Background: an optimization exercise with open tools, aiming at small area. Do not read the settings as production practice.
Where RTL was checked, it was by simulation tests only, not by an equivalence proof against the original.
Only the layout flow was run in runs 2 and 4; the RTL was not checked for function there.
In every run shown here, the design's own scripts or RTL, not TritonCTS, make the clock network.
The clock port is modelled as an ideal driver, which makes a skipped or thinned clock tree look cheaper than it is; a real chip needs a root buffer or a tree.
Power is estimated from default activity; no workload was simulated.

==> design.v <==
`timescale 1ns / 1ps
module ATM(
    input            clk,
    input            rst,
    input  [1:0]     mode,
    input  [11:0]    keypad,
    input            load,
    output [2:0]     nstate,
    output           auth,
    output [7:0]     bal
);
    reg [2:0] st;
    reg       kv;           
    reg [1:0] ki;           
    reg [1:0] acc;          
    reg [7:0] nbal;         
    reg [7:0] db0, db1, db2, db3;
    assign bal    = ~nbal;
    assign nstate = {st[2] & ~st[1], st[1] & ~st[2], st[0]};
    assign auth   = st[2] | st[1];
    wire s_bal = st == 3'd3;
    wire s_wd  = st == 3'd4;
    wire s_tr  = st == 3'd5;
    wire [3:0] ka = keypad[11:8];
    wire [7:0] kp = keypad[7:0];
    wire m0 = keypad == 12'hA11;
    wire m1 = keypad == 12'hB22;
    wire m2 = keypad == 12'hC33;
    wire m3 = keypad == 12'hD44;
    reg [7:0] src, tgb;
    always @(*) begin
        case (acc)
            2'd0: src = db0;
            2'd1: src = db1;
            2'd2: src = db2;
            default: src = db3;
        endcase
    end
    wire       tv = ka[3] & (ka[2] ^ ka[1]);      
    wire [1:0] ti = ka[1:0];                      
    always @(*) begin
        case (ti)
            2'd0: tgb = db0;
            2'd1: tgb = db1;
            2'd2: tgb = db2;
            default: tgb = db3;
        endcase
    end
    wire [7:0] amt  = kp & {8{st[2]}};
    wire [8:0] dif9 = {1'b0, src} - {1'b0, amt};
    wire [7:0] diff = dif9[7:0];
    wire       a_le = ~dif9[8];                   
    wire       a_nz = |kp;
    wire [8:0] sum9 = {1'b0, tgb} + {1'b0, kp};
    wire       s_ok = ~sum9[8] & ~(&sum9[7:0]);   
    wire ok_w = a_nz & a_le;
    wire ok_t = ok_w & tv & (ti != acc) & s_ok;
    wire do_w = s_wd & load & ok_w;
    wire do_t = s_tr & load & ok_t;
    wire we_s = do_w | do_t;      
    wire [3:0] sa  = {acc == 2'd3, acc == 2'd2, acc == 2'd1, acc == 2'd0};
    wire [3:0] ta  = {ti == 2'd3, ti == 2'd2, ti == 2'd1, ti == 2'd0};
    wire [3:0] wdv = {4{we_s}} & sa;
    wire [3:0] wsv = {4{do_t}} & ta;
    wire [3:0] sd = wdv & {4{~rst}};
    wire [3:0] ss = wsv & {4{~rst}};
    wire [3:0] sh = ~wdv & ~wsv & {4{~rst}};
    localparam [31:0] INIT = {8'd175, 8'd50, 8'd40, 8'd200};    
    wire [31:0] dbq = {db3, db2, db1, db0};
    wire [31:0] dbd;
    genvar gi;
    generate for (gi = 0; gi < 32; gi = gi + 1) begin : g_db
        assign dbd[gi] = (INIT[gi] & rst) | (sd[gi/8] & diff[gi%8]) |
                         (ss[gi/8] & sum9[gi%8]) | (sh[gi/8] & dbq[gi]);
    end endgenerate
    always @(posedge clk) {db3, db2, db1, db0} <= dbd;
    always @(posedge clk) begin
        if (load) begin
            ki <= keypad[9:8];
        end
        if (st == 3'd1 && kv)
            acc <= ki;
    end
    always @(posedge clk) begin
        if (rst) begin
            st   <= 3'd0;
            kv   <= 1'b0;
            nbal <= 8'hff;
        end else begin
            if (load)
                kv <= m0 | m1 | m2 | m3;
            case (st)
                3'd1: if (kv) st <= 3'd2;
                3'd2: st <= {mode[1], ~mode[1], mode[0]};
                3'd3: st <= 3'd2;
                3'd4, 3'd5: if (load) st <= we_s ? 3'd0 : 3'd6;
                default: st <= 3'd1;
            endcase
            if (s_bal | do_w) nbal <= ~diff;
        end
    end
endmodule
module seven_seg_display_bal(
    input            clk,
    input            rst,
    input      [7:0] bal,
    output reg [6:0] seg,
    output reg [3:0] an,
    output           dp
);
    assign dp = 1'b1;
    localparam [14:0] POL = 15'h2aaa;
    reg  [14:0] p;
    reg  [1:0]  dg;
    wire [14:0] lf   = p ^ POL;
    wire        z    = ~|lf[13:0];
    wire        wrap = lf[14] & z;          
    wire [14:0] lfn  = {lf[13:0], lf[14] ^ lf[13] ^ z};
    always @(posedge clk)
        if (rst) begin
            p  <= POL;
            dg <= 2'd0;
        end else begin
            p <= lfn ^ POL;
            if (wrap) dg <= dg + 2'd1;
        end
    function [3:0] a3;
        input [3:0] x;
        case (x)
            4'd5: a3 = 4'd8;
            4'd6: a3 = 4'd9;
            4'd7: a3 = 4'd10;
            4'd8: a3 = 4'd11;
            4'd9: a3 = 4'd12;
            default: a3 = x;
        endcase
    endfunction
    wire [3:0] c1 = a3({1'b0, bal[7:5]});
    wire [3:0] c2 = a3({c1[2:0], bal[4]});
    wire [3:0] c3 = a3({c2[2:0], bal[3]});
    wire [3:0] c4 = a3({1'b0, c1[3], c2[3], c3[3]});
    wire [3:0] c5 = a3({c3[2:0], bal[2]});
    wire [3:0] c6 = a3({c4[2:0], c5[3]});
    wire [3:0] c7 = a3({c5[2:0], bal[1]});
    wire [3:0] hundreds = {2'b0, c4[3], c6[3]};
    wire [3:0] tens     = {c6[2:0], c7[3]};
    wire [3:0] ones     = {c7[2:0], bal[0]};
    reg  [3:0] digit;
    always @(*) begin
        case (dg)
            2'b00: begin an = 4'b1110; digit = ones;     end
            2'b01: begin an = 4'b1101; digit = tens;     end
            2'b10: begin an = 4'b1011; digit = hundreds; end
            default: begin an = 4'b0111; digit = 4'd0;   end
        endcase
    end
    always @(*) begin
        case (digit)
            4'd0: seg = 7'b1000000;
            4'd1: seg = 7'b1111001;
            4'd2: seg = 7'b0100100;
            4'd3: seg = 7'b0110000;
            4'd4: seg = 7'b0011001;
            4'd5: seg = 7'b0010010;
            4'd6: seg = 7'b0000010;
            4'd7: seg = 7'b1111000;
            4'd8: seg = 7'b0000000;
            4'd9: seg = 7'b0010000;
            default: seg = 7'bxxxxxxx;
        endcase
    end
endmodule
`timescale 1ns / 1ps
module ATM_top(
    input        clk,         
    input        rst,         
    input  [1:0] mode,
    input  [11:0] keypad,
    input        load,
    output       auth,
    output [2:0] nstate,
    output [6:0] seg,
    output [3:0] an,
    output       dp
);
    wire [7:0] bal;
    ATM atm_fsm(
        .clk(clk),
        .rst(rst),
        .mode(mode),
        .keypad(keypad),
        .load(load),
        .auth(auth),
        .nstate(nstate),
        .bal(bal)
    );
    seven_seg_display_bal display_unit(
        .clk(clk),
        .rst(rst),
        .bal(bal),
        .seg(seg),
        .an(an),
        .dp(dp)
    );
endmodule
==> flow/run.sh <==
#!/bin/bash
# Own layout flow: the standard synthesis, then the combinational logic
# between the (unchanged) flip-flops is re-mapped for area with a stronger ABC
# script, then the standard layout with small port buffers and a lighter
# clock tree. Each tool's output goes to a log file in the work folder.
set -euo pipefail
WORK=$(pwd)
FLOWDIR=$WORK/flow
YOSYS=${YOSYS_EXE:-/OpenROAD-flow-scripts/tools/install/yosys/bin/yosys}
R=$WORK/orfs/results/$FLOW_PLATFORM/ATM_top/base

# 1. standard synthesis, unchanged
bash standard.sh synth > $WORK/1_synth_standard.log 2>&1

# 2. re-map the combinational logic (flip-flops kept as they are): ABC's
#    deepsyn with several random seeds and two mappings, in rounds, each round
#    starting from the smallest netlist so far, until a round brings no
#    improvement; keep the smallest
LIBF=$FLOW_HOME/platforms/$FLOW_PLATFORM/lib/sky130_fd_sc_hd__tt_025C_1v80.lib
RM=$WORK/remap
mkdir -p $RM
cp $R/1_2_yosys.v $WORK/1_2_yosys_standard.v
remap_one() {  # round seed map
  local tag=r$1_s$2_m$3 amap="amap"
  [[ $3 == 2 ]] && amap="amap -x"
  echo "strash; &get -n; &deepsyn -T 10 -S $2; &put; dch -f; $amap; topo" > $RM/$tag.abc
  LIB=$LIBF TOP=$FLOW_TOP IN=$RM/in_r$1.v OUT=$RM/$tag.v ABCSCR=$RM/$tag.abc \
  DONT_USE="*lpflow* *probe*" timeout 600 $YOSYS -c $FLOWDIR/remap.tcl > $RM/$tag.log 2>&1 || true
}
export -f remap_one
export RM LIBF FLOW_TOP YOSYS FLOWDIR
best=$WORK/1_2_yosys_standard.v
besta=""
for round in 1 2 3 4 5; do
  prev=$besta
  cp $best $RM/in_r$round.v
  nseed=8; if [[ $round == 1 ]]; then nseed=24; fi
  for seed in $(seq 1 $nseed); do for m in 1 2; do echo "$round $seed $m"; done; done \
    | xargs -P ${NUM_CORES:-4} -L 1 bash -c 'remap_one $0 $1 $2'
  for f in $RM/r${round}_*.v.stat; do
    a=$(awk '/Chip area for module/ {print $NF}' $f)
    echo "$(basename $f .stat) $a" >> $WORK/1_remap_choice.log
  done
  # smallest candidate so far that is proven equivalent to the standard netlist
  for b in $(for f in $RM/r${round}_*.v.stat; do echo "$(awk '/Chip area for module/ {print $NF}' $f) ${f%.stat}"; done | sort -g | cut -d' ' -f2); do
    a=$(awk '/Chip area for module/ {print $NF}' $b.stat)
    if [[ -n "$besta" ]] && ! awk -v a="$a" -v b="$besta" 'BEGIN{exit !(a < b)}'; then break; fi
    if LIB=$LIBF TOP=$FLOW_TOP GOLD=$WORK/1_2_yosys_standard.v GATE=$b \
         timeout 900 $YOSYS -c $FLOWDIR/eq.tcl > $b.eq.log 2>&1; then
      best=$b
      besta=$a
      break
    fi
    echo "$b not proven equivalent" >> $WORK/1_remap_choice.log
  done
  echo "round $round best $best" >> $WORK/1_remap_choice.log
  # stop once a round brings no improvement
  if [[ "$besta" == "$prev" ]]; then break; fi
done
cp $best $WORK/1_2_yosys_remap.v
cp $best $R/1_2_yosys.v
rm -f $R/1_synth.odb $R/1_synth.sdc

# 3. standard floorplan and placement, with small port buffers
export BUFFER_PORTS_ARGS="-buffer_cell sky130_fd_sc_hd__buf_1"
bash standard.sh place > $WORK/2_place_standard.log 2>&1

# 4. clock distribution (flow/clock.tcl) in place of TritonCTS
RESULTS_DIR=$R LIB=$FLOW_HOME/platforms/$FLOW_PLATFORM/lib/sky130_fd_sc_hd__tt_025C_1v80.lib \
PLATFORM_DIR=$FLOW_HOME/platforms/$FLOW_PLATFORM CLOCK_PORT=clk \
CLKBUF_LIST="sky130_fd_sc_hd__clkbuf_4 sky130_fd_sc_hd__buf_6 sky130_fd_sc_hd__clkbuf_8 sky130_fd_sc_hd__buf_8 sky130_fd_sc_hd__buf_12 sky130_fd_sc_hd__clkbuf_16" SLEW_TARGET=0.112 NGROUP=4 \
  ${OPENROAD_EXE:-$FLOW_HOME/../tools/install/OpenROAD/bin/openroad} -no_init -exit $FLOWDIR/clock.tcl > $WORK/3_clock_openroad.log 2>&1

# 5. standard routing and finishing
bash standard.sh finish > $WORK/4_route_standard.log 2>&1
==> flow/clock.tcl <==
# Clock distribution in place of TritonCTS: the flip-flops are split into
# NGROUP groups by position (halves by y, then by x), and the clock port
# drives one clock buffer per group, placed at the group's centre, which
# drives that group's clock pins. All groups get the same buffer: the
# smallest of CLKBUF_LIST whose clock-pin slew, estimated from placement,
# stays under SLEW_TARGET. No register's clock is made early or late on
# purpose. Then detailed placement and hold repair, as ORFS's cts step does.
set R $::env(RESULTS_DIR)
read_liberty $::env(LIB)
read_db $R/3_place.odb
read_sdc $R/3_place.sdc
source $::env(PLATFORM_DIR)/setRC.tcl
set block [ord::get_db_block]
set clk [$block findNet $::env(CLOCK_PORT)]
set master [[ord::get_db] findMaster [lindex $::env(CLKBUF_LIST) end]]
set sinks {}
foreach it [$clk getITerms] {
  set loc [[$it getInst] getLocation]
  lappend sinks [list $it [lindex $loc 0] [lindex $loc 1]]
}
proc split2 {l idx} {
  set l [lsort -integer -index $idx $l]
  set h [expr {[llength $l] / 2}]
  return [list [lrange $l 0 [expr {$h - 1}]] [lrange $l $h end]]
}
set groups [list $sinks]
set ng $::env(NGROUP)
set axis 1
while {[llength $groups] < $ng} {
  set new {}
  foreach g $groups { foreach h [split2 $g $axis] { lappend new $h } }
  set groups $new
  set axis [expr {3 - $axis}]
}
set k 0
foreach g $groups {
  set inst [odb::dbInst_create $block $master clkbuf_$k]
  set net [odb::dbNet_create $block clknet_$k]
  $net setSigType CLOCK
  set xs 0; set ys 0
  foreach s $g {
    set it [lindex $s 0]
    $it disconnect
    $it connect $net
    set xs [expr {$xs + [lindex $s 1]}]; set ys [expr {$ys + [lindex $s 2]}]
  }
  set n [llength $g]
  [$inst findITerm A] connect $clk
  [$inst findITerm X] connect $net
  $inst setLocation [expr {$xs / $n}] [expr {$ys / $n}]
  $inst setPlacementStatus PLACED
  puts "clock buffer clkbuf_$k drives $n sinks"
  incr k
}
set_propagated_clock [all_clocks]
detailed_placement

# smallest clock buffer (all groups alike) whose clock pins' slew, estimated
# from placement, stays under SLEW_TARGET (ns)
proc worst_clk_slew {} {
  estimate_parasitics -placement
  set worst 0.0
  foreach pin [get_pins -hierarchical */CLK] {
    foreach e {rise fall} { foreach a {min max} {
      set s [get_property $pin slew_${a}_$e]
      if {$s > $worst} { set worst $s }
    }}
  }
  return $worst
}
set chosen ""
foreach b $::env(CLKBUF_LIST) {
  set m [[ord::get_db] findMaster $b]
  for {set i 0} {$i < $k} {incr i} { [$block findInst clkbuf_$i] swapMaster $m }
  set w [worst_clk_slew]
  puts "clock buffer $b: worst clock pin slew $w"
  set chosen $b
  if {$w <= $::env(SLEW_TARGET)} { break }
}
puts "clock buffer chosen: $chosen"
detailed_placement
estimate_parasitics -placement
repair_timing -hold -setup_margin 0 -hold_margin 0
detailed_placement
check_placement
write_db $R/4_1_cts.odb
write_db $R/4_cts.odb
write_sdc $R/4_cts.sdc
==> flow/eq.tcl <==
# Equivalence of two mapped netlists (GOLD, GATE) of TOP, flip-flops paired by
# name; exits with an error unless every output and flip-flop input is proven.
yosys -import
set lib $::env(LIB)
read_liberty -ignore_miss_func $lib
read_verilog $::env(GOLD)
hierarchy -top $::env(TOP)
yosys rename $::env(TOP) gold
flatten gold
design -stash g
read_liberty -ignore_miss_func $lib
read_verilog $::env(GATE)
hierarchy -top $::env(TOP)
yosys rename $::env(TOP) gate
flatten gate
design -stash t
design -copy-from g -as gold gold
design -copy-from t -as gate gate
equiv_make gold gate eq
hierarchy -top eq
equiv_simple -seq 2
equiv_induct
equiv_status -assert
==> flow/remap.tcl <==
# Re-map the combinational logic of a mapped netlist; sequential cells are
# black boxes, so every flip-flop keeps its instance name and cell type.
yosys -import
set lib $::env(LIB)
read_liberty -ignore_miss_func $lib
read_verilog $::env(IN)
hierarchy -top $::env(TOP)
blackbox sky130_fd_sc_hd__*df* sky130_fd_sc_hd__conb_1
flatten
# names made from flattened cells' pins are hidden so the netlist's own net
# names are kept
yosys rename -hide w:_*_.*
opt_clean
set dus {}
foreach c $::env(DONT_USE) { lappend dus -dont_use $c }
abc -liberty $lib {*}$dus -script $::env(ABCSCR)
opt_clean -purge
hilomap -singleton -hicell sky130_fd_sc_hd__conb_1 HI -locell sky130_fd_sc_hd__conb_1 LO
splitnets
opt_clean -purge
insbuf -buf sky130_fd_sc_hd__buf_1 A X

tee -o $::env(OUT).stat stat -liberty $lib
write_verilog -noattr -noexpr -nohex -nodec $::env(OUT)
==> standard.sh <==
#!/bin/bash
# synth_recipe.tcl (not shown) runs the flow's synth.tcl, then flattens the netlist and writes it again
# the make line also repeats each setting of config.mk as NAME=value (left out here)
make -C /OpenROAD-flow-scripts/flow DESIGN_CONFIG=/design/flow/config.mk WORK_HOME=/design/flow/orfs CLKGATE_MAP_FILE= SYNTH_SCRIPT=/design/flow/synth_recipe.tcl "${@:-finish}"
==> config.mk <==
export PLATFORM = sky130hd
export DESIGN_NAME = ATM_top
export DESIGN_NICKNAME = ATM_top
export VERILOG_FILES = /design/flow/design.v
export SDC_FILE = /design/flow/constraint.sdc
export NUM_CORES = 4
export LEC_CHECK = 0
export ABC_AREA = 0
export CAP_MARGIN = 0
export CORE_MARGIN = 2
export CORE_UTILIZATION = 40
export GPL_TIMING_DRIVEN = 0
export PLACE_DENSITY = 0.8
export SLEW_MARGIN = 0
==> constraint.sdc <==
create_clock -name core_clock -period 10.0 [get_ports {clk}]
set_input_delay 2.0000 -clock core_clock [delete_from_list [all_inputs] [get_ports {clk}]]
set_output_delay 2.0000 -clock core_clock [all_outputs]
set_load 0.01 [all_outputs]
==> impl_metrics.tcl, run 1 <==
set metrics [dict create \
    critPathKind "in -> reg" \
    final.setup.tns_ps 0 \
    syn_area_per_cell_sq_um 7.16 \
    clk_pin_slew_ps 110 \
    drt_iter0_drc 492 \
    powerDensity_nw_per_um2 107 \
    antenna_found_initial 0 \
    die_h_microns 98.0 \
    hold_class "reg -> reg" \
    utilization_pct 44.4 \
    drc 0 \
    end_kind "flip-flop" \
    crit_path_max_fanout 8 \
    layout_commonest_cell "nor2_1" \
    die_w_microns 98.0 \
    power_uw 410 \
    p_leak_uw 0.00130 \
    area.growth.synth_to_final_pct 8.39 \
    gp_congestion 0.931 \
    setup_viol 0 \
    grt_pass1_vias 3624 \
    grt_overflow 0 \
    hpwl_microns 7590 \
    ant_nets 0 \
    vias 3944 \
    core_sq_um 8640 \
    synth_nets 511 \
    timing.hold.ws_ps 394 \
    slew_violations 0 \
    startpoint_type "primary input" \
    finalCriticalPeriod_ps 8070 \
    peakVddDrop_mv 0.109 \
    grtUsageMet2_pct 35.1 \
    min_period_over_period_pct 80.7 \
    skew_ps 10.4 \
    wire_per_inst_microns 16.4 \
    num_rows 34 \
    worstPathRequired_ps 10070 \
    multi_input_area_sq_um 2010 \
    rsz0062_at_grt "no" \
    ys_warn_count 2 \
    busiest_layer "met2" \
    routed_wl_microns 10400 \
    fmax_ghz 0.124 \
    initial_utilization_pct 40.9 \
    maxSlewHeadroom_pct 18.0 \
    clock_latency_ps 140 \
    n_fill_cell 871 \
    maxCapViolations 0 \
    vias_per_cell 6.19 \
    final_cell_mix "109 x nor2_1, 61 x dfxtp_1, 54 x nand2_1, 47 x clkinv_1, 42 x o21ai_0" \
    grt_pass1_wl_microns 17000 \
    drive_above_1_share_pct 0.756 \
    grt_max_degree 39 \
    use_met1_pct 27.4 \
    dieArea_sq_um 9610 \
    synth.cell_area_sq_um 3540 \
    seq_area_sq_um 1340 \
    port_buffers 31 \
    final_hold_viol_count 0 \
    status "complete, no violations" \
    worst_slew_pin_slew_ps 1230 \
    met3_usage_pct 2.36 \
    track_usage_pct 20.8 \
    syn_inst 494 \
    drt_pre_antenna_iters 6 \
    crit_arrival_ps 8140 \
    finalNetCount 548 \
    io_pins 33 \
    antennaDiodeCount 0 \
]
-- sequential cells by signal, indices dropped and copies added (netlist names) --
signal           cells
atm_fsm.db3          8
atm_fsm.db0          8
atm_fsm.acc          2
display_unit.p      15
atm_fsm.st           3
atm_fsm.db2          8
atm_fsm.db1          8
atm_fsm.kv           1
display_unit.dg      2
atm_fsm.ki           2
atm_fsm.nbal         8
-- metrics by stage --
stage	setup slack, ps	area, sq um	cells
3_3_place_gp	2140	3790	633
3_5_place_dp	2010	3790	633
6_report	1930	3830	637
5_1_grt	1290	3830	637
2_1_floorplan	3870	3540	494
-- report_power, final --
group	internal [uW]	switching (uW)	total (uW)
clock network	32.4	65.9	98.3
logic	12.5	34.3	46.8
registers	264	1.38	265
-- critical path, stage by stage --
cell      delay, ps
buf_1           310
clkinv_1        320
nor2_1          190
nand2_1          90
nor2_1          130
nor3_1           90
a21oi_1         220
o21ai_0         130
o21ai_0         150
o21ai_0         200
o21ai_0         330
nand2_1         100
and2_0          180
o21ai_0         290
o21ai_0         150
nand2_1          80
o21ai_0         120
o21ai_0         390
a21oi_1          60
or4b_1          550
nor3_1          310
nor2_1          200
nor2_1          630
nor2_1          400
nor3_1          280
nor3_1           70
a21oi_1         170
-- routing by layer --
layer | up-vias | routed length, microns
li1 | 1893 | -
met1 | 1778 | 4430
met2 | 229 | 4730
met3 | 44 | 956
met4 | 0 | 316
met5 | - | 0
-- cell type report --
class	count	share of cell area [%]
buffer	5	1.27
inverter	47	4.60
multi-input combinational	381	52.6
sequential	65	35.0
tap	108	3.53
timing repair buffer	31	3.04
-- path summary, 6_finish.rpt --
| check | startpoint | to | slack, ps | cells past startpoint |
|---|---|---|---|---|
| max reg2reg | atm_fsm.acc[0]$_DFFE_PP_ | atm_fsm.db3[0]$_DFF_P_ | 3330 | 27 |
| max | keypad[0] | atm_fsm.db3[0]$_DFF_P_ | 1930 | 27 |
| min | display_unit.p[6]$_SDFF_PP0_ | display_unit.p[7]$_SDFF_PP1_ | 390 | 1 |
| min reg2reg | display_unit.p[6]$_SDFF_PP0_ | display_unit.p[7]$_SDFF_PP1_ | 390 | 1 |
==> inputs of run 2 (changes only) <==
--- a/design.v
+++ b/design.v
@@ -11,8 +11,9 @@
 );
     reg [2:0] st;
     reg       kv;           
-    reg [1:0] ki;           
-    reg [1:0] acc;          
+    reg [1:0] nki;          
+    reg [1:0] nacc;         
+    wire [1:0] acc = ~nacc;
     reg [7:0] nbal;         
     reg [7:0] db0, db1, db2, db3;
     assign bal    = ~nbal;
@@ -76,10 +77,10 @@
     always @(posedge clk) {db3, db2, db1, db0} <= dbd;
     always @(posedge clk) begin
         if (load) begin
-            ki <= keypad[9:8];
+            nki <= ~keypad[9:8];
         end
         if (st == 3'd1 && kv)
-            acc <= ki;
+            nacc <= nki;
     end
     always @(posedge clk) begin
         if (rst) begin
--- a/config.mk
+++ b/config.mk
@@ -5,7 +5,7 @@
 export SDC_FILE = /design/flow/constraint.sdc
 export NUM_CORES = 4
 export LEC_CHECK = 0
-export ABC_AREA = 0
+export ABC_AREA = 1
 export CAP_MARGIN = 0
 export CORE_MARGIN = 2
 export CORE_UTILIZATION = 40
==> run 2 against run 1 <==
Net effect:
- fmax fell by 0.55%
- clock skew rose by 16 ps
- core utilization rose by 0.17 points
- largest cell class unchanged
==> impl_metrics.tcl, run 2 <==
set metrics [dict create \
    critPathKind "in -> reg" \
    antenna_found_initial 0 \
    core_sq_um 8640 \
    ant_nets 0 \
    top_register "display_unit.p" \
    hold_class "reg -> reg" \
    gp_congestion 1.05 \
    hpwl_microns 8130 \
    status "complete, no violations" \
    wire_per_inst_microns 16.8 \
    fmax_ghz 0.123 \
    layout_commonest_cell "nor2_1" \
    maxCapViolations 0 \
    powerDensity_nw_per_um2 113 \
    cp_slowest_stage_delay_ps 1010 \
    drt_pre_antenna_iters 5 \
    rsz0062_at_grt "no" \
    final.setup.tns_ps 0 \
    end_kind "flip-flop" \
    largest_reg_flops 15 \
    antennaDiodeCount 0 \
    setup_viol 0 \
    p_leak_uw 0.00128 \
    syn_area_per_cell_sq_um 7.09 \
    maxSlewHeadroom_pct 15.3 \
    critPathMostFrequentCell "nor2_1" \
    drive_above_1_share_pct 0.749 \
    dieArea_sq_um 9610 \
    cp_top_family "simple AND/OR/NAND/NOR gates" \
    worstPathRequired_ps 10010 \
    syn_inst 499 \
    crit_buf_inv 5 \
    finalNetCount 553 \
    placed_cell_area_sq_um 3790 \
    finalCriticalPeriod_ps 8120 \
    power_uw 434 \
    synth_nets 516 \
    clock_latency_ps 140 \
    synth.cell_area_sq_um 3540 \
    grt_pass1_wl_microns 17300 \
    slew_violations 0 \
    die_h_microns 98.0 \
    io_pins 33 \
    final_cell_mix "91 x nor2_1, 67 x nand2_1, 61 x dfxtp_1, 54 x clkinv_1, 50 x o21ai_0" \
    ys_warn_count 2 \
    port_buffers 31 \
    clk_pin_slew_ps 90 \
    drt_iter0_drc 357 \
    postLayoutCellArea_sq_um 3850 \
    cp_slowest_cell "nor3_1" \
    placed_cells 638 \
    fin_cells 642 \
    min_period_over_period_pct 81.2 \
    grt_pass1_vias 3532 \
    track_usage_pct 21.4 \
    skew_ps 26.8 \
    area.growth.synth_to_final_pct 8.81 \
    vias 3948 \
    grt_overflow 0 \
    crit_path_max_fanout 8 \
    routed_wl_microns 10800 \
    initial_utilization_pct 40.9 \
    die_w_microns 98.0 \
    final_hold_viol_count 0 \
    grt_max_degree 36 \
    peakVddDrop_mv 0.0706 \
    drc 0 \
    startpoint_type "primary input" \
    num_rows 34 \
    timing.hold.ws_ps 385 \
    vias_per_cell 6.15 \
    worst_slew_pin_slew_ps 1260 \
    crit_arrival_ps 8120 \
    n_fill_cell 875 \
]
-- run 2: power breakdown --
part / internal (uW) / leakage [uW] / switching, uW
clock network: 45.6 / 0.0000297 / 64.9
logic: 15.5 / 0.000722 / 38.8
registers: 266 / 0.000531 / 3.28
total: 327 / 0.00128 / 107
-- run 2: cell type report --
class / instances / area [sq um] / area share (%)
plain buffers: 5 / 63.8 / 1.66
repair buffers: 31 / 116 / 3.02
flip-flops and latches: 65 / 1340 / 34.9
well taps: 108 / 135 / 3.51
inverters: 54 / 203 / 5.27
multi-input cells: 379 / 1990 / 51.7
-- run 2: metrics by stage --
stage               utilization (%)  setup slack (ps)
finish                         44.6              1880
global route                   44.6              1510
global placement               43.9              2320
floorplan                         -              3810
detailed placement             43.9              2120
-- run 2: metal layers --
metal / track usage, % / up-vias / routed length (microns)
li1: - / 1893 / -
met1: 28.5 / 1798 / 4510
met2: 36.4 / 216 / 4980
met3: 2.58 / 41 / 937
met4: 6.62 / 0 / 364
met5: 0 / - / 0
-- run 2: path summary, 6_finish.rpt --
kind,end,cells past startpoint,slack [ps],startpoint
max reg2reg,atm_fsm.db1[0]$_DFF_P_,31,3130,atm_fsm.nacc[0]$_DFFE_PP_
min,display_unit.p[11]$_SDFF_PP1_,1,390,display_unit.p[10]$_SDFF_PP0_
max,atm_fsm.db1[0]$_DFF_P_,30,1880,keypad[0]
min reg2reg,display_unit.p[11]$_SDFF_PP1_,1,390,display_unit.p[10]$_SDFF_PP0_
==> inputs of run 3 (changes only) <==
--- a/design.v
+++ b/design.v
@@ -11,9 +11,8 @@
 );
     reg [2:0] st;
     reg       kv;           
-    reg [1:0] nki;          
-    reg [1:0] nacc;         
-    wire [1:0] acc = ~nacc;
+    reg [1:0] ki;           
+    reg [1:0] acc;          
     reg [7:0] nbal;         
     reg [7:0] db0, db1, db2, db3;
     assign bal    = ~nbal;
@@ -77,10 +76,10 @@
     always @(posedge clk) {db3, db2, db1, db0} <= dbd;
     always @(posedge clk) begin
         if (load) begin
-            nki <= ~keypad[9:8];
+            ki <= keypad[9:8];
         end
         if (st == 3'd1 && kv)
-            nacc <= nki;
+            acc <= ki;
     end
     always @(posedge clk) begin
         if (rst) begin
--- a/flow/run.sh
+++ b/flow/run.sh
@@ -13,7 +13,7 @@
 bash standard.sh synth > $WORK/1_synth_standard.log 2>&1
 
 # 2. re-map the combinational logic (flip-flops kept as they are): ABC's
-#    deepsyn with several random seeds and two mappings, in rounds, each round
+#    deepsyn with several random seeds and three mappings, in rounds, each round
 #    starting from the smallest netlist so far, until a round brings no
 #    improvement; keep the smallest
 LIBF=$FLOW_HOME/platforms/$FLOW_PLATFORM/lib/sky130_fd_sc_hd__tt_025C_1v80.lib
@@ -21,9 +21,10 @@
 mkdir -p $RM
 cp $R/1_2_yosys.v $WORK/1_2_yosys_standard.v
 remap_one() {  # round seed map
-  local tag=r$1_s$2_m$3 amap="amap"
-  [[ $3 == 2 ]] && amap="amap -x"
-  echo "strash; &get -n; &deepsyn -T 10 -S $2; &put; dch -f; $amap; topo" > $RM/$tag.abc
+  local tag=r$1_s$2_m$3 map="dch -f; amap"
+  [[ $3 == 2 ]] && map="dch -f; amap -x"
+  [[ $3 == 3 ]] && map="dch; amap -x"
+  echo "strash; &get -n; &deepsyn -T 10 -S $2; &put; $map; topo" > $RM/$tag.abc
   LIB=$LIBF TOP=$FLOW_TOP IN=$RM/in_r$1.v OUT=$RM/$tag.v ABCSCR=$RM/$tag.abc \
   DONT_USE="*lpflow* *probe*" timeout 600 $YOSYS -c $FLOWDIR/remap.tcl > $RM/$tag.log 2>&1 || true
 }
@@ -35,7 +36,7 @@
   prev=$besta
   cp $best $RM/in_r$round.v
   nseed=8; if [[ $round == 1 ]]; then nseed=24; fi
-  for seed in $(seq 1 $nseed); do for m in 1 2; do echo "$round $seed $m"; done; done \
+  for seed in $(seq 1 $nseed); do for m in 1 2 3; do echo "$round $seed $m"; done; done \
     | xargs -P ${NUM_CORES:-4} -L 1 bash -c 'remap_one $0 $1 $2'
   for f in $RM/r${round}_*.v.stat; do
     a=$(awk '/Chip area for module/ {print $NF}' $f)
==> run 3 against run 2 <==
Net effect:
- die area hardly changed
- combinational power is 110% higher
- setup slack better by 310 ps
- core utilization is 0.072 points lower
- via count is 1.5% higher
- critical path type unchanged
- critical endpoint is now atm_fsm.db1[3]$_DFF_P_
- highest routed layer unchanged
==> impl_metrics.tcl, run 3 <==
set metrics [dict create \
    powerDensity_nw_per_um2 129 \
    antennaDiodeCount 0 \
    clock_latency_ps 160 \
    drt_pre_antenna_iters 5 \
    ys_warn_count 2 \
    hold_class "reg -> reg" \
    die_h_microns 98.0 \
    cp_slowest_cell "a2111oi_0" \
    final_hold_viol_count 0 \
    clk_pin_slew_ps 90 \
    synth_nets 512 \
    setup_viol 0 \
    p_switching_uw 153 \
    finalCriticalPeriod_ps 7810 \
    vias_per_cell 6.28 \
    core_sq_um 8640 \
    io_pins 33 \
    fmax_ghz 0.128 \
    crit_arrival_ps 7860 \
    initial_utilization_pct 40.9 \
    wl_met2_microns 5140 \
    end_kind "flip-flop" \
    final.setup.tns_ps 0 \
    largest_reg_flops 15 \
    dieArea_sq_um 9600 \
    reg2regPathDepth 28 \
    timing.hold.ws_ps 392 \
    seq_area_sq_um 1340 \
    crit_buf_inv 5 \
    wire_per_inst_microns 17.5 \
    p_seq_share_pct 56.4 \
    cp_top_family "compound AO/OA/AOI/OAI gates" \
    drt_iter0_drc 486 \
    skew_ps 9.01 \
    ant_nets 0 \
    grt_max_degree 36 \
    rsz0062_at_grt "no" \
    highest_layer "met4" \
    startpoint_type "primary input" \
    layout_commonest_cell "nor2_1" \
    num_rows 34 \
    multi_input_area_sq_um 1990 \
    maxSlewHeadroom_pct 28.0 \
    final_cell_mix "104 x nor2_1, 61 x dfxtp_1, 58 x nand2_1, 52 x clkinv_1, 51 x o21ai_0" \
    worst_slew_pin_slew_ps 1070 \
    critPathMostFrequentCell "nand2_1" \
    grt_pass1_wl_microns 17800 \
    hold_depth 1 \
    die_w_microns 98.0 \
    drt-met1-wl_microns 4670 \
    min_period_over_period_pct 78.1 \
    drive_above_1_share_pct 0.943 \
    area.growth.synth_to_final_pct 8.71 \
    finalNetCount 549 \
    wl_met3_microns 1040 \
    antenna_found_initial 0 \
    syn_inst 495 \
    utilization_pct 44.5 \
    n_fill_cell 867 \
    grt_overflow 0 \
    cp_slowest_stage_delay_ps 690 \
    slew_violations 0 \
    crit_path_max_fanout 9 \
    peakVddDrop_mv 0.0531 \
    cp.depth 29 \
    p_sw_share_pct 30.9 \
    vias 4006 \
    routed_wl_microns 11200 \
    syn_area_per_cell_sq_um 7.14 \
    fin_ws_ps 2190 \
    track_usage_pct 22.2 \
    port_buffers 31 \
    status "complete, no violations" \
    critPathKind "in -> reg" \
    clkPwrFrac_pct 20.9 \
    worstPathRequired_ps 10050 \
    hpwl_microns 8310 \
    grt_pass1_vias 3606 \
    maxCapViolations 0 \
    top_register "display_unit.p" \
    intPower_uw 342 \
    synth.cell_area_sq_um 3530 \
    combPwrFrac_pct 22.7 \
    place_ws_ps 2310 \
    p_leak_uw 0.00130 \
    drc 0 \
    gp_congestion 0.962 \
]
[run 3: power by group through the flow]
stage               registers (uW)  clock network (uW)  logic [uW]
finish                         279                 104         112
global route                   280                 115         123
detailed placement             285                   0         107
global placement               284                   0         104
floorplan                      283                   0        74.2
[run 3: final cells by class]
class                      count  area share (%)
sequential                    65            34.9
timing repair buffer          31            3.06
multi-input combinational    377            51.9
tap                          108            3.52
buffer                         5            1.53
inverter                      52            5.08
[run 3: worst paths after layout]
kind	slack (ps)	from	end
setup reg to reg	3110	atm_fsm.acc[1]$_DFFE_PP_	atm_fsm.db1[3]$_DFF_P_
hold / removal	390	display_unit.p[8]$_SDFF_PP0_	display_unit.p[9]$_SDFF_PP1_
hold reg to reg	390	display_unit.p[8]$_SDFF_PP0_	display_unit.p[9]$_SDFF_PP1_
setup / recovery	2190	keypad[8]	atm_fsm.db1[3]$_DFF_P_
[run 3: routing by layer]
layer | vias up | GRT usage (%)
met2 | 237 | 36.7
met3 | 37 | 3.15
met5 | - | 0
li1 | 1885 | -
met1 | 1847 | 29.8
met4 | 0 | 7.59
[run 3: stage by stage]
stage	instances	power [uW]	area (sq um)
after global routing	638	518	3840
after global placement	634	389	3780
after floorplan	495	357	3530
after detailed placement	634	392	3790
final	638	495	3840
[run 3: worst reg2reg max path, delay by kind of cell, from the launching register on]
kind	cells	cell delay, ps
AOI/OAI and AO/OA	14	3460
and+or+nand+nor	9	1780
buffers and inverters	5	1130
DFF	1	430
==> inputs of run 4 (changes only) <==
--- a/design.v
+++ b/design.v
@@ -9,7 +9,8 @@
     output           auth,
     output [7:0]     bal
 );
-    reg [2:0] st;
+    reg [2:0] nst;          
+    wire [2:0] st = ~nst;
     reg       kv;           
     reg [1:0] ki;           
     reg [1:0] acc;          
@@ -83,18 +84,18 @@
     end
     always @(posedge clk) begin
         if (rst) begin
-            st   <= 3'd0;
+            nst  <= 3'b111;
             kv   <= 1'b0;
             nbal <= 8'hff;
         end else begin
             if (load)
                 kv <= m0 | m1 | m2 | m3;
             case (st)
-                3'd1: if (kv) st <= 3'd2;
-                3'd2: st <= {mode[1], ~mode[1], mode[0]};
-                3'd3: st <= 3'd2;
-                3'd4, 3'd5: if (load) st <= we_s ? 3'd0 : 3'd6;
-                default: st <= 3'd1;
+                3'd1: if (kv) nst <= ~3'd2;
+                3'd2: nst <= ~{mode[1], ~mode[1], mode[0]};
+                3'd3: nst <= ~3'd2;
+                3'd4, 3'd5: if (load) nst <= we_s ? ~3'd0 : ~3'd6;
+                default: nst <= ~3'd1;
             endcase
             if (s_bal | do_w) nbal <= ~diff;
         end
--- a/flow/run.sh
+++ b/flow/run.sh
@@ -13,7 +13,7 @@
 bash standard.sh synth > $WORK/1_synth_standard.log 2>&1
 
 # 2. re-map the combinational logic (flip-flops kept as they are): ABC's
-#    deepsyn with several random seeds and three mappings, in rounds, each round
+#    deepsyn with several random seeds and two mappings, in rounds, each round
 #    starting from the smallest netlist so far, until a round brings no
 #    improvement; keep the smallest
 LIBF=$FLOW_HOME/platforms/$FLOW_PLATFORM/lib/sky130_fd_sc_hd__tt_025C_1v80.lib
@@ -21,10 +21,9 @@
 mkdir -p $RM
 cp $R/1_2_yosys.v $WORK/1_2_yosys_standard.v
 remap_one() {  # round seed map
-  local tag=r$1_s$2_m$3 map="dch -f; amap"
-  [[ $3 == 2 ]] && map="dch -f; amap -x"
-  [[ $3 == 3 ]] && map="dch; amap -x"
-  echo "strash; &get -n; &deepsyn -T 10 -S $2; &put; $map; topo" > $RM/$tag.abc
+  local tag=r$1_s$2_m$3 amap="amap"
+  [[ $3 == 2 ]] && amap="amap -x"
+  echo "strash; &get -n; &deepsyn -T 10 -S $2; &put; dch -f; $amap; topo" > $RM/$tag.abc
   LIB=$LIBF TOP=$FLOW_TOP IN=$RM/in_r$1.v OUT=$RM/$tag.v ABCSCR=$RM/$tag.abc \
   DONT_USE="*lpflow* *probe*" timeout 600 $YOSYS -c $FLOWDIR/remap.tcl > $RM/$tag.log 2>&1 || true
 }
@@ -36,7 +35,7 @@
   prev=$besta
   cp $best $RM/in_r$round.v
   nseed=8; if [[ $round == 1 ]]; then nseed=24; fi
-  for seed in $(seq 1 $nseed); do for m in 1 2 3; do echo "$round $seed $m"; done; done \
+  for seed in $(seq 1 $nseed); do for m in 1 2; do echo "$round $seed $m"; done; done \
     | xargs -P ${NUM_CORES:-4} -L 1 bash -c 'remap_one $0 $1 $2'
   for f in $RM/r${round}_*.v.stat; do
     a=$(awk '/Chip area for module/ {print $NF}' $f)
==> run 4 against run 3 <==
Net effect:
- register-to-register slack better by 860 ps
- highest routed layer unchanged
- sequential share of layout area is 0.33 points lower
- sequential power hardly changed
- combinational power is 35% lower
- synthesized area is 1.1% higher
- clock power hardly changed
- final area is 0.94% higher
- setup slack worse by 400 ps
- synthesized cell count is 0.40% lower
- flip-flop and latch count stayed put
==> impl_metrics.tcl, run 4 <==
set metrics [dict create \
    status "complete, no violations" \
    powerDensity_nw_per_um2 117 \
    postLayoutCellArea_sq_um 3880 \
    synth_nets 510 \
    worst_slew_pin_slew_ps 1280 \
    grtUsageMet2_pct 34.0 \
    area.growth.synth_to_final_pct 8.58 \
    finalCriticalPeriod_ps 8210 \
    syn_inst 493 \
    vias_per_cell 6.37 \
    final_hold_viol_count 0 \
    wire_per_inst_microns 15.9 \
    critPathKind "reg -> out" \
    num_rows 34 \
    antenna_found_initial 0 \
    drt_iter0_drc 399 \
    maxSlewHeadroom_pct 14.9 \
    met3_usage_pct 1.70 \
    core_sq_um 8680 \
    syn_area_per_cell_sq_um 7.24 \
    io_pins 33 \
    track_usage_pct 20.4 \
    ys_warn_count 2 \
    use_met1_pct 28.2 \
    clk_pin_slew_ps 90 \
    gp_congestion 0.939 \
    hpwl_microns 7580 \
    dieArea_sq_um 9700 \
    final_cell_mix "86 x nor2_1, 69 x nand2_1, 61 x dfxtp_1, 46 x clkinv_1, 38 x o22ai_1" \
    antennaDiodeCount 0 \
    hold_class "reg -> reg" \
    rsz0062_at_grt "no" \
    crit_arrival_ps 6210 \
    crit_start "atm_fsm.nbal[7]$_SDFFE_PP1P_" \
    placed_cells 632 \
    maxCapViolations 0 \
    layout_commonest_cell "nor2_1" \
    placed_cell_area_sq_um 3820 \
    utilization_pct 44.7 \
    routed_wl_microns 10100 \
    drc 0 \
    finalNetCount 547 \
    hold_path.startpoint "display_unit.p[12]$_SDFF_PP0_" \
    drt_pre_antenna_iters 5 \
    fin_cells 636 \
    r2r-start "atm_fsm.acc[1]$_DFFE_PP_" \
    crit_path_max_fanout 7 \
    drive_above_1_share_pct 0.758 \
    initial_utilization_pct 41.1 \
    synth.cell_area_sq_um 3570 \
    slew_violations 0 \
    ant_nets 0 \
    port_buffers 31 \
    die_h_microns 98.5 \
    grt_max_degree 25 \
    min_period_over_period_pct 82.1 \
    final.setup.tns_ps 0 \
    startpoint_type "flip-flop" \
    p_leak_uw 0.00131 \
    die_w_microns 98.5 \
    grt_overflow 0 \
    top_register "display_unit.p" \
    skew_ps 16.8 \
    vias 4054 \
    grt_pass1_wl_microns 17000 \
    clock_latency_ps 170 \
    worstPathRequired_ps 8000 \
    largest_reg_flops 15 \
    peakVddDrop_mv 0.0999 \
    setup_viol 0 \
    busiest_layer "met2" \
    end_kind "output port" \
    fmax_ghz 0.122 \
    grt_pass1_vias 3622 \
]
==> run 4: metal layers <==
layer / wire, microns / vias up
li1: - / 1920
met1: 4320 / 1889
met2: 4680 / 212
met3: 803 / 33
met4: 328 / 0
met5: 0 / -
==> run 4: power breakdown <==
part / switching, uW / internal (uW) / leakage (uW) / total (uW)
Sequential: 7.24 / 270 / 0.000535 / 277
Combinational: 49.8 / 23.3 / 0.000751 / 73.1
Clock: 64.7 / 37.1 / 0.0000288 / 102
==> run 4: final cells by class <==
class	instances	area [sq um]
Fill cell	894	4800
Multi-Input combinational cell	382	2060
Sequential cell	65	1340
Inverter	46	173
Tap cell	108	135
Timing Repair Buffer	31	116
Buffer	4	55.1
==> run 4: worst paths after layout <==
check	endpoint	slack, ps	cells after the start
max reg2reg	atm_fsm.db3[0]$_DFF_P_	3970	27
min reg2reg	display_unit.p[13]$_SDFF_PP1_	390	1
max	seg[6]	1790	24
min	display_unit.p[13]$_SDFF_PP1_	390	1
==> run 4: critical path, cell delays in order (launching register included) <==
cell and delay, ps:
dfxtp_1 440, clkinv_1 130, nand2_1 120, o21ai_0 120, o31ai_1 110, o21ai_0 240, a31oi_1 420, clkinv_1 210
o22ai_1 350, nor2_1 130, o21ai_0 260, nor2_1 100, a221oi_1 750, nand2_1 170, o21a_1 180, a211oi_1 280
o21ai_0 260, o21ai_0 330, nor2_1 130, o21ai_0 460, clkinv_1 180, nor3_1 270, o21bai_1 120, a21oi_1 130
buf_1 160
==> run 4: per-stage QoR <==
stage	power, uW	hold slack [ps]	setup WS [ps]
floorplan	330	353	3150
global placement	352	360	2710
detailed placement	353	369	2330
global route	470	412	1110
finish	452	392	1790
==> inputs of run 5 (changes only) <==
--- a/design.v
+++ b/design.v
@@ -9,8 +9,7 @@
     output           auth,
     output [7:0]     bal
 );
-    reg [2:0] nst;          
-    wire [2:0] st = ~nst;
+    reg [2:0] st;
     reg       kv;           
     reg [1:0] ki;           
     reg [1:0] acc;          
@@ -38,7 +37,7 @@
         endcase
     end
     wire       tv = ka[3] & (ka[2] ^ ka[1]);      
-    wire [1:0] ti = ka[1:0];                      
+    wire [1:0] ti = {~ka[1], ka[0]};              
     always @(*) begin
         case (ti)
             2'd0: tgb = db0;
@@ -66,7 +65,7 @@
     wire [3:0] sd = wdv & {4{~rst}};
     wire [3:0] ss = wsv & {4{~rst}};
     wire [3:0] sh = ~wdv & ~wsv & {4{~rst}};
-    localparam [31:0] INIT = {8'd175, 8'd50, 8'd40, 8'd200};    
+    localparam [31:0] INIT = {8'd40, 8'd200, 8'd175, 8'd50};
     wire [31:0] dbq = {db3, db2, db1, db0};
     wire [31:0] dbd;
     genvar gi;
@@ -77,25 +76,25 @@
     always @(posedge clk) {db3, db2, db1, db0} <= dbd;
     always @(posedge clk) begin
         if (load) begin
-            ki <= keypad[9:8];
+            ki <= {m2 | m3, m1 | m3};
         end
         if (st == 3'd1 && kv)
             acc <= ki;
     end
     always @(posedge clk) begin
         if (rst) begin
-            nst  <= 3'b111;
+            st   <= 3'd0;
             kv   <= 1'b0;
             nbal <= 8'hff;
         end else begin
             if (load)
                 kv <= m0 | m1 | m2 | m3;
             case (st)
-                3'd1: if (kv) nst <= ~3'd2;
-                3'd2: nst <= ~{mode[1], ~mode[1], mode[0]};
-                3'd3: nst <= ~3'd2;
-                3'd4, 3'd5: if (load) nst <= we_s ? ~3'd0 : ~3'd6;
-                default: nst <= ~3'd1;
+                3'd1: if (kv) st <= 3'd2;
+                3'd2: st <= {mode[1], ~mode[1], mode[0]};
+                3'd3: st <= 3'd2;
+                3'd4, 3'd5: if (load) st <= we_s ? 3'd0 : 3'd6;
+                default: st <= 3'd1;
             endcase
             if (s_bal | do_w) nbal <= ~diff;
         end
@@ -136,16 +135,16 @@
             default: a3 = x;
         endcase
     endfunction
-    wire [3:0] c1 = a3({1'b0, bal[7:5]});
-    wire [3:0] c2 = a3({c1[2:0], bal[4]});
-    wire [3:0] c3 = a3({c2[2:0], bal[3]});
-    wire [3:0] c4 = a3({1'b0, c1[3], c2[3], c3[3]});
-    wire [3:0] c5 = a3({c3[2:0], bal[2]});
-    wire [3:0] c6 = a3({c4[2:0], c5[3]});
-    wire [3:0] c7 = a3({c5[2:0], bal[1]});
-    wire [3:0] hundreds = {2'b0, c4[3], c6[3]};
-    wire [3:0] tens     = {c6[2:0], c7[3]};
-    wire [3:0] ones     = {c7[2:0], bal[0]};
+    wire       h1 = bal >= 8'd200;
+    wire       h0 = ~h1 & (bal >= 8'd100);
+    wire [7:0] r8 = bal - (h1 ? 8'd200 : h0 ? 8'd100 : 8'd0);
+    wire [3:0] c1 = a3({1'b0, r8[6:4]});
+    wire [3:0] c2 = a3({c1[2:0], r8[3]});
+    wire [3:0] c3 = a3({c2[2:0], r8[2]});
+    wire [3:0] c4 = a3({c3[2:0], r8[1]});
+    wire [3:0] hundreds = {2'b0, h1, h0};
+    wire [3:0] tens     = {c1[3], c2[3], c3[3], c4[3]};
+    wire [3:0] ones     = {c4[2:0], r8[0]};
     reg  [3:0] digit;
     always @(*) begin
         case (dg)
--- a/config.mk
+++ b/config.mk
@@ -6,9 +6,9 @@
 export NUM_CORES = 4
 export LEC_CHECK = 0
 export ABC_AREA = 1
-export CAP_MARGIN = 0
+export CAP_MARGIN = 20
 export CORE_MARGIN = 2
 export CORE_UTILIZATION = 40
 export GPL_TIMING_DRIVEN = 0
-export PLACE_DENSITY = 0.8
-export SLEW_MARGIN = 0
+export PLACE_DENSITY = 0.6
+export SLEW_MARGIN = 20
==> run 5 against run 4 <==
Net effect:
- still clean
- register-to-register slack worse by 1200 ps
- setup slack better by 200 ps
- sequential power about the same
- final cell count increased by 1.4%
- critical path depth is 9 higher
- routed wire length increased by 9.6%
- combinational power increased by 44%
- critical path type is now in -> reg
==> impl_metrics.tcl, run 5 <==
set metrics [dict create \
    vias 3873 \
    n_fill_cell 932 \
    top_register "display_unit.p" \
    maxCapViolations 0 \
    powerDensity_nw_per_um2 125 \
    gp_congestion 0.893 \
    whs_endpoint "display_unit.p[5]$_SDFF_PP1_" \
    drc 0 \
    grt_overflow 0 \
    routed_wl_microns 11100 \
    hold_depth 1 \
    cp_slowest_cell "nor3_2" \
    r2r_slack_ps 2820 \
    status "complete, no violations" \
    initial_utilization_pct 41.1 \
    area.growth.synth_to_final_pct 8.90 \
    clock_latency_ps 170 \
    dieArea_sq_um 9700 \
    layout_commonest_cell "nor2_1" \
    final.setup.tns_ps 0 \
    critPathKind "in -> reg" \
    syn_area_per_cell_sq_um 7.11 \
    grt_pass1_wl_microns 17700 \
    clk_pin_slew_ps 110 \
    min_period_over_period_pct 80.1 \
    crit_path_max_fanout 9 \
    largest_reg_flops 15 \
    vias_per_cell 6.00 \
    ys_warn_count 2 \
    reg2reg_to "atm_fsm.db1[0]$_DFF_P_" \
    peakVddDrop_mv 0.0972 \
    worstPathRequired_ps 10060 \
    p_leak_uw 0.00132 \
    drt_pre_antenna_iters 5 \
    fin_ws_ps 1990 \
    track_usage_pct 22.2 \
    startpoint_type "primary input" \
    core_sq_um 8680 \
    wire_per_inst_microns 17.2 \
    placed_cell_area_sq_um 3830 \
    cp_slowest_stage_delay_ps 750 \
    reg2regPathDepth 34 \
    maxSlewHeadroom_pct 25.4 \
    drive_above_1_share_pct 1.30 \
    antenna_found_initial 0 \
    rsz0062_at_grt "no" \
    port_buffers 31 \
    grt_max_degree 27 \
    fmax_ghz 0.125 \
    io_pins 33 \
    synth.cell_area_sq_um 3570 \
    ant_nets 0 \
    place_ws_ps 1940 \
    setup_viol 0 \
    postLayoutCellArea_sq_um 3890 \
    r2r-start "atm_fsm.acc[0]$_DFFE_PP_" \
    skew_ps 18.2 \
    worst_slew_pin_slew_ps 1110 \
    hold_path.startpoint "display_unit.p[4]$_SDFF_PP0_" \
    hold_class "reg -> reg" \
    final_hold_viol_count 0 \
    power_uw 485 \
    die_h_microns 98.5 \
    die_w_microns 98.5 \
    slew_violations 0 \
    antennaDiodeCount 0 \
    finalNetCount 556 \
    final_cell_mix "95 x nor2_1, 76 x nand2_1, 61 x dfxtp_1, 53 x clkinv_1, 39 x o22ai_1" \
    synth_nets 519 \
    grt_pass1_vias 3462 \
    drt_iter0_drc 327 \
    syn_inst 502 \
    num_rows 34 \
    hpwl_microns 8110 \
    finalCriticalPeriod_ps 8010 \
    end_kind "flip-flop" \
    crit_arrival_ps 8070 \
]
[run 5: cell type report]
type	count	area [sq um]	share of cell area [%]
well taps	108	135	3.47
multi-input cells	383	2040	52.4
repair buffers	31	118	3.02
flip-flops and latches	65	1340	34.5
plain buffers	5	58.8	1.51
inverters	53	199	5.12
[run 5: metal layers]
metal  global-route usage, %  up-vias  share of wire (%)
met5                       0        -                  0
met4                    3.48        0                1.9
met3                    2.41       22                7.6
met2                    37.4      167                 45
met1                    31.5     1779                 45
li1                        -     1905                  -
[run 5: report_power, final]
group | internal [uW] | switching [uW] | total, uW
sequential | 269 | 5.93 | 275
combinational | 32.0 | 73.5 | 105
clock | 37.2 | 68.0 | 105
[run 5: how the worst max path moves through the flow]
stage | startpoint | endpoint | slack [ps]
3_3_place_gp | keypad[0] | atm_fsm.db1[0]$_DFF_P_ | 1720
2_1_floorplan | keypad[0] | atm_fsm.db1[0]$_DFF_P_ | 3630
5_1_grt | keypad[0] | atm_fsm.db1[0]$_DFF_P_ | 1460
6_report | keypad[0] | atm_fsm.db1[0]$_DFF_P_ | 1990
3_5_place_dp | keypad[0] | atm_fsm.db3[3]$_DFF_P_ | 1940
[run 5: worst max-delay path: cells and delay by family]
family	cells	cell delay [ps]
buffers and inverters	3	510
AOI/OAI and AO/OA	13	2380
and+or+nand+nor	17	3180
[run 5: stage by stage]
step	hold WS [ps]	utilization (%)	cells
after floorplan	361	-	502
after global placement	365	44.0	641
after detailed placement	375	44.1	641
after global routing	411	44.8	645
final	387	44.8	645
==> inputs of run 6 (changes only) <==
--- a/design.v
+++ b/design.v
@@ -37,7 +37,7 @@
         endcase
     end
     wire       tv = ka[3] & (ka[2] ^ ka[1]);      
-    wire [1:0] ti = {~ka[1], ka[0]};              
+    wire [1:0] ti = ka[1:0];                      
     always @(*) begin
         case (ti)
             2'd0: tgb = db0;
@@ -65,7 +65,7 @@
     wire [3:0] sd = wdv & {4{~rst}};
     wire [3:0] ss = wsv & {4{~rst}};
     wire [3:0] sh = ~wdv & ~wsv & {4{~rst}};
-    localparam [31:0] INIT = {8'd40, 8'd200, 8'd175, 8'd50};
+    localparam [31:0] INIT = {8'd175, 8'd50, 8'd40, 8'd200};    
     wire [31:0] dbq = {db3, db2, db1, db0};
     wire [31:0] dbd;
     genvar gi;
@@ -76,7 +76,7 @@
     always @(posedge clk) {db3, db2, db1, db0} <= dbd;
     always @(posedge clk) begin
         if (load) begin
-            ki <= {m2 | m3, m1 | m3};
+            ki <= keypad[9:8];
         end
         if (st == 3'd1 && kv)
             acc <= ki;
@@ -135,16 +135,16 @@
             default: a3 = x;
         endcase
     endfunction
-    wire       h1 = bal >= 8'd200;
-    wire       h0 = ~h1 & (bal >= 8'd100);
-    wire [7:0] r8 = bal - (h1 ? 8'd200 : h0 ? 8'd100 : 8'd0);
-    wire [3:0] c1 = a3({1'b0, r8[6:4]});
-    wire [3:0] c2 = a3({c1[2:0], r8[3]});
-    wire [3:0] c3 = a3({c2[2:0], r8[2]});
-    wire [3:0] c4 = a3({c3[2:0], r8[1]});
-    wire [3:0] hundreds = {2'b0, h1, h0};
-    wire [3:0] tens     = {c1[3], c2[3], c3[3], c4[3]};
-    wire [3:0] ones     = {c4[2:0], r8[0]};
+    wire [3:0] c1 = a3({1'b0, bal[7:5]});
+    wire [3:0] c2 = a3({c1[2:0], bal[4]});
+    wire [3:0] c3 = a3({c2[2:0], bal[3]});
+    wire [3:0] c4 = a3({1'b0, c1[3], c2[3], c3[3]});
+    wire [3:0] c5 = a3({c3[2:0], bal[2]});
+    wire [3:0] c6 = a3({c4[2:0], c5[3]});
+    wire [3:0] c7 = a3({c5[2:0], bal[1]});
+    wire [3:0] hundreds = {2'b0, c4[3], c6[3]};
+    wire [3:0] tens     = {c6[2:0], c7[3]};
+    wire [3:0] ones     = {c7[2:0], bal[0]};
     reg  [3:0] digit;
     always @(*) begin
         case (dg)
--- a/flow/run.sh
+++ b/flow/run.sh
@@ -14,28 +14,36 @@
 
 # 2. re-map the combinational logic (flip-flops kept as they are): ABC's
 #    deepsyn with several random seeds and two mappings, in rounds, each round
-#    starting from the smallest netlist so far, until a round brings no
+#    starting from the smallest netlist so far (round 1 also from a second
+#    synthesis with the other ABC script), until a round brings no
 #    improvement; keep the smallest
 LIBF=$FLOW_HOME/platforms/$FLOW_PLATFORM/lib/sky130_fd_sc_hd__tt_025C_1v80.lib
 RM=$WORK/remap
 mkdir -p $RM
 cp $R/1_2_yosys.v $WORK/1_2_yosys_standard.v
+# a second starting point for the search: the same synthesis with the other
+# ABC script (same flip-flops; the result is checked against the standard one)
+bash standard.sh WORK_HOME=$WORK/orfs_alt ABC_AREA=1 synth > $WORK/1_synth_alt.log 2>&1 || true
+ALT=$WORK/orfs_alt/results/$FLOW_PLATFORM/ATM_top/base/1_2_yosys.v
 remap_one() {  # round seed map
-  local tag=r$1_s$2_m$3 amap="amap"
-  [[ $3 == 2 ]] && amap="amap -x"
+  local tag=r$1_s$2_m$3 amap="amap" in=$RM/in_r$1.v
+  if [[ $3 == 2 || $3 == 4 ]]; then amap="amap -x"; fi
+  if [[ $3 -ge 3 ]]; then in=$RM/in_alt.v; fi
   echo "strash; &get -n; &deepsyn -T 10 -S $2; &put; dch -f; $amap; topo" > $RM/$tag.abc
-  LIB=$LIBF TOP=$FLOW_TOP IN=$RM/in_r$1.v OUT=$RM/$tag.v ABCSCR=$RM/$tag.abc \
+  LIB=$LIBF TOP=$FLOW_TOP IN=$in OUT=$RM/$tag.v ABCSCR=$RM/$tag.abc \
   DONT_USE="*lpflow* *probe*" timeout 600 $YOSYS -c $FLOWDIR/remap.tcl > $RM/$tag.log 2>&1 || true
 }
 export -f remap_one
-export RM LIBF FLOW_TOP YOSYS FLOWDIR
+export RM LIBF FLOW_TOP YOSYS FLOWDIR ALT
 best=$WORK/1_2_yosys_standard.v
 besta=""
 for round in 1 2 3 4 5; do
   prev=$besta
   cp $best $RM/in_r$round.v
   nseed=8; if [[ $round == 1 ]]; then nseed=24; fi
-  for seed in $(seq 1 $nseed); do for m in 1 2; do echo "$round $seed $m"; done; done \
+  maps="1 2"
+  if [[ $round == 1 && -s $ALT ]]; then cp $ALT $RM/in_alt.v; maps="1 2 3 4"; fi
+  for seed in $(seq 1 $nseed); do for m in $maps; do echo "$round $seed $m"; done; done \
     | xargs -P ${NUM_CORES:-4} -L 1 bash -c 'remap_one $0 $1 $2'
   for f in $RM/r${round}_*.v.stat; do
     a=$(awk '/Chip area for module/ {print $NF}' $f)
==> config.mk (replaced) <==
export PLATFORM = sky130hd
export DESIGN_NAME = ATM_top
export DESIGN_NICKNAME = ATM_top
export VERILOG_FILES = /design/flow/design.v
export SDC_FILE = /design/flow/constraint.sdc
export NUM_CORES = 4
export LEC_CHECK = 0
export ABC_AREA = 0
export CAP_MARGIN = 0
export CORE_MARGIN = 2
export CORE_UTILIZATION = 40
export GPL_TIMING_DRIVEN = 0
export PLACE_DENSITY = 0.8
export SLEW_MARGIN = 0
==> run 6 against run 5 <==
Net effect:
- still clean on timing, DRC and antenna
- core utilization shrank 0.33 points
- synthesized area shrank 1.1%
- setup slack gained 200 ps
- largest cell class unchanged
- highest routed layer unchanged
==> impl_metrics.tcl, run 6 <==
set metrics [dict create \
    status "complete, no violations" \
    hold_class "reg -> reg" \
    grt_pass1_vias 3606 \
    peakVddDrop_mv 0.0531 \
    area.growth.synth_to_final_pct 8.71 \
    final.setup.tns_ps 0 \
    maxCapViolations 0 \
    core_sq_um 8640 \
    min_period_over_period_pct 78.1 \
    vias 4006 \
    reg2regPathDepth 28 \
    ant_nets 0 \
    fin_cells 638 \
    io_pins 33 \
    skew_ps 9.01 \
    wire_per_inst_microns 17.5 \
    vias_per_cell 6.28 \
    drt_pre_antenna_iters 5 \
    intPower_uw 342 \
    dieArea_sq_um 9600 \
    slew_violations 0 \
    finalNetCount 549 \
    ys_warn_count 2 \
    syn_inst 495 \
    die_h_microns 98.0 \
    utilization_pct 44.5 \
    setup_viol 0 \
    combPwrFrac_pct 22.7 \
    antennaDiodeCount 0 \
    synth_nets 512 \
    antenna_found_initial 0 \
    p_switching_uw 153 \
    grt_pass1_wl_microns 17800 \
    finalCriticalPeriod_ps 7810 \
    critPathMostFrequentCell "nand2_1" \
    p_sw_share_pct 30.9 \
    p_seq_share_pct 56.4 \
    drive_above_1_share_pct 0.943 \
    syn_area_per_cell_sq_um 7.14 \
    worst_slew_pin_slew_ps 1070 \
    drt_iter0_drc 486 \
    clkPwrFrac_pct 20.9 \
    clock_latency_ps 160 \
    worstPathRequired_ps 10050 \
    hold_depth 1 \
    crit_arrival_ps 7860 \
    num_rows 34 \
    end_kind "flip-flop" \
    initial_utilization_pct 40.9 \
    track_usage_pct 22.2 \
    placed_cells 634 \
    startpoint_type "primary input" \
    port_buffers 31 \
    p_leak_uw 0.00130 \
    final_cell_mix "104 x nor2_1, 61 x dfxtp_1, 58 x nand2_1, 52 x clkinv_1, 51 x o21ai_0" \
    maxSlewHeadroom_pct 28.0 \
    crit_path_max_fanout 9 \
    powerDensity_nw_per_um2 129 \
    routed_wl_microns 11200 \
    drc 0 \
    hpwl_microns 8310 \
    rsz0062_at_grt "no" \
    die_w_microns 98.0 \
    largest_reg_flops 15 \
    clk_pin_slew_ps 90 \
    grt_max_degree 36 \
    gp_congestion 0.962 \
    final_hold_viol_count 0 \
    top_register "display_unit.p" \
    synth.cell_area_sq_um 3530 \
    grt_overflow 0 \
    layout_commonest_cell "nor2_1" \
    cp_slowest_cell "a2111oi_0" \
    fmax_ghz 0.128 \
    critPathKind "in -> reg" \
    cp_slowest_stage_delay_ps 690 \
]
## run 6: worst paths after layout
check | endpoint | from | slack [ps]
worst min register to register | display_unit.p[9]$_SDFF_PP1_ | display_unit.p[8]$_SDFF_PP0_ | 390
worst min-delay path | display_unit.p[9]$_SDFF_PP1_ | display_unit.p[8]$_SDFF_PP0_ | 390
worst max-delay path | atm_fsm.db1[3]$_DFF_P_ | keypad[8] | 2190
worst max register to register | atm_fsm.db1[3]$_DFF_P_ | atm_fsm.acc[1]$_DFFE_PP_ | 3110
## run 6: through the flow
| stage | setup WS [ps] | hold WS (ps) | total power [uW] | area (sq um) |
|---|---|---|---|---|
| 2_1_floorplan | 4060 | 361 | 357 | 3530 |
| 3_3_place_gp | 2300 | 368 | 389 | 3780 |
| 3_5_place_dp | 2310 | 371 | 392 | 3790 |
| 5_1_grt | 1750 | 413 | 518 | 3840 |
| 6_report | 2190 | 392 | 495 | 3840 |
## run 6: area by class of cell
type / count / area [sq um]
Sequential cell: 65 / 1340
Buffer: 5 / 58.8
Tap cell: 108 / 135
Multi-Input combinational cell: 377 / 1990
Timing Repair Buffer: 31 / 118
Fill cell: 867 / 4790
Inverter: 52 / 195
## run 6: worst max-delay path, delay by kind of cell
family | cells | cell delay, ps
simple gates | 13 | 2300
buf+inv | 5 | 1130
compound gates | 11 | 2420
## run 6: layer usage
layer / vias to the layer above / track usage, % / wire (microns)
met5: - / 0 / 0
li1: 1885 / - / -
met1: 1847 / 29.8 / 4670
met4: 0 / 7.59 / 312
met3: 37 / 3.15 / 1040
met2: 237 / 36.7 / 5140
## run 6: power groups by stage
stage / clock, uW / combinational, uW / sequential, uW
2_1_floorplan: 0 / 74.2 / 283
3_3_place_gp: 0 / 104 / 284
3_5_place_dp: 0 / 107 / 285
5_1_grt: 115 / 123 / 280
6_report: 104 / 112 / 279

## separate check: timing with driven ports
In the flow no input, the clock included, has a driving cell. The finished layouts below were timed again as built, in two steps. Step 1 sets driving cells, clkbuf_16 on the clock port and buf_2 on the other inputs (assumed; they add their load-dependent delay and slew). Step 2, shift: input delay + t, output delay - t, t = (earliest + latest rising clock arrival at the registers) / 2. This alone moves slack from input paths to output paths. Slacks: no drivers / after step 1 / after step 2; pairs: no drivers / after step 1.
| run | t, ns | setup slack, ns | worst register clock-pin slew, ns | worst slew at a driven data input, ns |
|---|---|---|---|---|
| run 1 | 0.192 | 1.926 / 1.961 / 1.769 | 0.12 / 0.12 | 0.04 |
| run 2 | 0.203 | 1.881 / 1.925 / 1.723 | 0.11 / 0.11 | 0.03 |
| run 3 | 0.220 | 2.189 / 2.228 / 2.009 | 0.10 / 0.10 | 0.04 |
| run 4 | 0.222 | 1.787 / 1.723 / 1.945 | 0.11 / 0.11 | 0.03 |
| run 5 | 0.218 | 1.987 / 2.025 / 1.807 | 0.11 / 0.11 | 0.04 |
| run 6 | 0.220 | 2.189 / 2.228 / 2.009 | 0.10 / 0.10 | 0.04 |
After both steps every run listed still meets setup and hold.
